This design comes from an exercise in tuning for small area and a short achievable clock period on the open sky130 flow, not from production work. Only simulation tests tie the RTL to the original design; equivalence was not proved.

==> job 5151: inputs <==
// matrix_multiplier
module matrix_multiplier (
    input clk,
    input reset,
    input start,
    input [7:0] in,
    output reg [15:0] o,
    output reg done
);
export LEC_CHECK = 0
export CAP_MARGIN = 20
export CORE_MARGIN = 2
export CORE_UTILIZATION = 40
export CTS_BUF_LIST = sky130_fd_sc_hd__clkbuf_8
export CTS_CLUSTER_DIAMETER = 60
export CTS_CLUSTER_SIZE = 20
export PLACE_DENSITY = 0.7
export SLEW_MARGIN = 20
export SYNTH_HIERARCHICAL = 1
export SYNTH_MINIMUM_KEEP_SIZE = 0
create_clock -name core_clock -period 8.0 [get_ports {clk}]
standard.sh (not shown) runs the stock make flow with config.mk's settings and CLKGATE_MAP_FILE= SYNTH_SCRIPT=/design/flow/synth_recipe.tcl, a recipe that flattens the netlist after the stock synthesis.
==> flow/flow/run.sh <==
#!/bin/bash
# The standard layout flow with these changes in how the layout is made (the
# clock period and the constraints stay the design's): the ports are buffered
# with buf_2 cells, and clock tree synthesis adds no dummy loads. The make
# output goes to standard.log; each ORFS step keeps its own log under orfs/logs.
set -euo pipefail
bash standard.sh SETUP_SLACK_MARGIN=5 \
    "BUFFER_PORTS_ARGS=-buffer_cell sky130_fd_sc_hd__buf_2" \
    "CTS_ARGS=-sink_clustering_enable -repair_clock_nets -dont_use_dummy_load -buf_list sky130_fd_sc_hd__clkbuf_8 -sink_clustering_size 20 -sink_clustering_max_diameter 60" \
    finish > standard.log 2>&1
==> job 4468 (differences from job 5151) <==
CORE_UTILIZATION = 50   (was 40)
==> job 3617 (differences from job 5151) <==
==> flow/flow/run.sh (replaced) <==
#!/bin/bash
# The standard layout flow with these changes in how the layout is made (the
# clock period and the constraints stay the design's): the ports are buffered
# with buf_1 cells, and clock tree synthesis adds no dummy loads. The make
# output goes to standard.log; each ORFS step keeps its own log under orfs/logs.
set -euo pipefail
bash standard.sh SETUP_SLACK_MARGIN=5 \
    "BUFFER_PORTS_ARGS=-buffer_cell sky130_fd_sc_hd__buf_1" \
    "CTS_ARGS=-sink_clustering_enable -repair_clock_nets -dont_use_dummy_load -buf_list sky130_fd_sc_hd__clkbuf_8 -sink_clustering_size 20 -sink_clustering_max_diameter 60" \
    finish > standard.log 2>&1
GPL_ROUTABILITY_DRIVEN = 0   (was not set)
==> results.txt <==
| quantity | job 4468 | job 5151 | job 3617 |
|---|---|---|---|
| Status | timing/DRC/antenna clean | timing/DRC/antenna clean | timing/DRC/antenna clean |
| Iter 0 DRT Violations | 351 | 446 | 474 |
| Post-Place Worst Slack | 5.300 ns | 5.278 ns | 5.304 ns |
| Half-perimeter wire length after placement | 14.74 mm | 15.01 mm | 14.96 mm |
| Clock buffers created by TritonCTS | 18 | 17 | 17 |
| Count of vias placed by the detailed router | 5971 | 5900 | 5981 |
| NonClk Buf Share | 1.388% | 1.376% | 1.098% |
| Initial core utilization | 50.61% | 40.76% | 40.76% |
| Share of post-route cells with drive strength above 1 | 7.351% | 7.243% | 4.089% |
| Clock skew | 0.03664 ns | 0.03339 ns | 0.07292 ns |
| Final weighted congestion in routability-driven placement | 0.8706 | 0.8824 | - |
| Grt met1 use | 24.07% | 19.26% | 19.66% |


==> job 8311: inputs <==
==> flow/design.v <==
module matrix_multiplier (
    input clk,
    input reset,
    input start,
    input [7:0] in,
    output reg [15:0] o,
    output reg done
);
    reg        busy;
    reg [4:0]  cnt;           
    reg [7:0] ra [0:8];       
    reg [7:0] r0 [0:2];       
    reg [7:0] r1 [0:2];
    reg [7:0] r2 [0:2];
    reg [7:0] ha0, ha1, ha2;  
    reg [15:0] p0, p1;
    wire load_a  = busy && cnt >= 5'd1  && cnt <= 5'd9;
    wire load_b0 = busy && cnt >= 5'd10 && cnt <= 5'd12;
    wire load_b1 = busy && cnt >= 5'd13 && cnt <= 5'd15;
    wire load_b2 = busy && cnt >= 5'd16 && cnt <= 5'd18;
    wire cap0 = busy && (cnt == 5'd18 || cnt == 5'd21 || cnt == 5'd24);
    wire cap1 = busy && (cnt == 5'd19 || cnt == 5'd22 || cnt == 5'd25);
    wire cap2 = busy && (cnt == 5'd20 || cnt == 5'd23 || cnt == 5'd26);
    wire valid = busy && cnt >= 5'd21 && cnt <= 5'd29;
    integer p;
    always @(posedge clk) begin
        ra[0] <= load_a ? in : ra[8];
        for (p = 1; p < 9; p = p + 1) ra[p] <= ra[p-1];
        r0[0] <= load_b0 ? in : r0[2];
        r1[0] <= load_b1 ? in : r1[2];
        r2[0] <= load_b2 ? in : r2[2];
        for (p = 1; p < 3; p = p + 1) begin
            r0[p] <= r0[p-1];
            r1[p] <= r1[p-1];
            r2[p] <= r2[p-1];
        end
        if (cap0) ha0 <= ra[7];
        if (cap1) ha1 <= ra[7];
        if (cap2) ha2 <= ra[7];
        p0 <= ha0 * r0[2];
        p1 <= p0 + ha1 * r1[0];
    end
    wire [15:0] sum = p1 + ha2 * r2[1];
    always @(posedge clk or posedge reset) begin
        if (reset) begin
            busy <= 1'b0;
            cnt  <= 5'd0;
            o    <= 16'd0;
            done <= 1'b0;
        end else begin
            o    <= valid ? sum : 16'd0;
            done <= busy && (cnt == 5'd29 || cnt == 5'd30);
            if (busy) begin
                cnt <= cnt + 5'd1;
                if (cnt == 5'd30) busy <= 1'b0;
            end else if (start) begin
                busy <= 1'b1;
                cnt  <= 5'd1;
            end
        end
    end
endmodule
==> flow/run.sh <==
#!/bin/bash
# synth_recipe.tcl (not shown) runs the flow's synth.tcl, then flattens the netlist and writes it again
# the make line also repeats each setting of config.mk as NAME=value (left out here)
make -C /OpenROAD-flow-scripts/flow DESIGN_CONFIG=/design/flow/config.mk WORK_HOME=/design/flow/orfs CLKGATE_MAP_FILE= SYNTH_SCRIPT=/design/flow/synth_recipe.tcl finish
==> flow/config.mk <==
export PLATFORM = sky130hd
export DESIGN_NAME = matrix_multiplier
export DESIGN_NICKNAME = matrix_multiplier
export VERILOG_FILES = /design/flow/design.v
export SDC_FILE = /design/flow/constraint.sdc
export NUM_CORES = 4
export LEC_CHECK = 0
export CAP_MARGIN = 20
export CORE_MARGIN = 2
export CORE_UTILIZATION = 40
export SLEW_MARGIN = 20
==> flow/constraint.sdc <==
create_clock -name core_clock -period 8.0 [get_ports {clk}]
set_input_delay 1.6000 -clock core_clock [delete_from_list [all_inputs] [get_ports {clk}]]
set_output_delay 1.6000 -clock core_clock [all_outputs]
set_load 0.01 [all_outputs]
==> job 4601: changes against job 8311 <==
==> flow/design.v (replaced) <==
`timescale 1ns / 1ps
module matrix_multiplier (
    input clk,
    input reset,
    input start,
    input [7:0] in,
    output reg [15:0] o, 
    output reg done
);
 localparam
        IDLE = 2'b00,
        LOAD = 2'b01,
        CALC = 2'b10,
        DONE = 2'b11;
    reg [1:0] state, next_state;
    reg [4:0] count;
    reg [7:0] a[8:0];
    reg [7:0] b[8:0];
    reg [15:0] c[8:0]; 
    integer i, j, k;
    always @(posedge clk or posedge reset) begin
        if (reset) 
            state <= IDLE;
        else 
            state <= next_state;
    end
    always @* begin
        case (state)
            IDLE: begin
                if (start == 0)
                    next_state = IDLE;
                else
                    next_state = LOAD;
            end
            LOAD: begin
                if (count < 18)
                    next_state = LOAD;
                else
                    next_state = CALC;
            end
            CALC: begin
                next_state = DONE;
            end
            DONE: begin
                if (count < 9)
                    next_state = DONE;
                else
                    next_state = IDLE;
            end
            default: next_state = IDLE;
        endcase
    end
    always @(posedge clk or posedge reset) begin
        if (reset) begin
            done <= 0;
            count <= 0;
            o <= 0;
            for (i = 0; i < 9; i = i + 1) begin
                a[i] <= 0;
                b[i] <= 0;
                c[i] <= 0;
            end
        end else begin
            case (state)
                IDLE: begin
                    done <= 0;
                    count <= 0;
                    o <= 0;
                end
                LOAD: begin
                    if (count < 9) begin
                        a[count] <= in;
                    end else if (count < 18) begin
                        b[count - 9] <= in;
                    end
                    count <= count + 1;
                end
                CALC: begin
                    for (i = 0; i < 3; i = i + 1) begin
                        for (j = 0; j < 3; j = j + 1) begin
                            c[i * 3 + j] = 0;
                            for (k = 0; k < 3; k = k + 1) begin
                                c[i * 3 + j] = c[i * 3 + j] + (a[i * 3 + k] * b[k * 3 + j]);
                            end
                        end
                    end
                    count <= 0;
                end
                DONE: begin
                    if (count < 9)
                        o <= c[count];
                    else
                        o <= 0;
                    count <= count + 1;
                    if (count >= 8) begin
                        done <= 1;
                    end
                end
                default: begin
                    done <= 0;
                end
            endcase
        end
    end
endmodule
==> job 7963: changes against job 8311 <==
--- a/flow/config.mk
+++ b/flow/config.mk
@@ -8,4 +8,5 @@
 export CAP_MARGIN = 20
 export CORE_MARGIN = 2
 export CORE_UTILIZATION = 40
+export SETUP_SLACK_MARGIN = 4.5
 export SLEW_MARGIN = 20
==> comparison table <==
| metric | job 8311 | job 4601 | job 7963 |
|---|---|---|---|
| Post-Synthesis Cell Area | 13000 um^2 | 73300 um^2 | 13000 um^2 |
| Run status | timing/DRC/antenna clean | timing/DRC/antenna clean | timing/DRC/antenna clean |
| Number of nets in the finished design | 1511 | 9900 | 1565 |
| Longest individual stage delay on the worst path | 0.51 ns | 0.86 ns | 0.50 ns |
| Clock tree cell share of total cell area | 0.0591 | 0.0200 | 0.0533 |
| Clock buffer cells | 29 | 54 | 30 |
| Worst-case register-to-register setup slack | 3.56 ns | 0.78 ns | 3.92 ns |
| Wire length on met1 | 11000 um | 110000 um | 11700 um |
| Arithmetic-cell share of the synthesized area counting full adders, half adders and majority gates | 0.317 | 0.530 | 0.317 |
| Diodes inserted | 0 | 4 | 1 |
| Synthesized net count | 1474 | 10.0k | 1474 |
| Startpoint of the worst register-to-register path | r1[0][0] | a[3][6] | ha0[3] |
| Cell type contributing the most total cell area after synthesis | sky130_fd_sc_hd__dfxtp_1 | sky130_fd_sc_hd__fa_1 | sky130_fd_sc_hd__dfxtp_1 |
| Multi-input gates | 721 | 5053 | 721 |
| Seq. cell area | 4820 um^2 | 7830 um^2 | 4840 um^2 |
| Synth-to-layout area growth | 12.1% | 6.86% | 21.1% |

-- re-timing with driven ports --
Ports are ideal in the flow. The routed layouts listed here were re-timed in OpenROAD. Step 1 (the two cells are an assumption about what drives the block):
set clk [get_ports {clk}]
set_driving_cell -lib_cell sky130_fd_sc_hd__clkbuf_16 $clk
set_driving_cell -lib_cell sky130_fd_sc_hd__buf_2 [delete_from_list [all_inputs] $clk]
Step 2, shift: input delay + t, output delay - t, t = (earliest + latest rising clock arrival at the registers) / 2. This alone moves slack from input paths to output paths. a / b / c = ideal ports / drivers / drivers and shift; a / b = the first two.
run	t, ns	setup WS [ns]	hold slack, ns
job 5151	0.547	5.282 / 5.282 / 5.282	0.302 / 0.302 / 0.302
job 4468	0.552	5.267 / 5.267 / 5.267	0.334 / 0.334 / 0.334
job 3617	0.527	5.295 / 5.295 / 5.295	0.309 / 0.309 / 0.309
job 8311	0.569	3.564 / 3.564 / 3.564	0.320 / 0.320 / 0.320
job 4601	0.718	0.785 / 0.785 / 0.785	0.481 / 0.481 / 0.481
job 7963	0.571	3.918 / 3.918 / 3.918	0.321 / 0.321 / 0.321
After both steps every run listed still meets setup and hold.
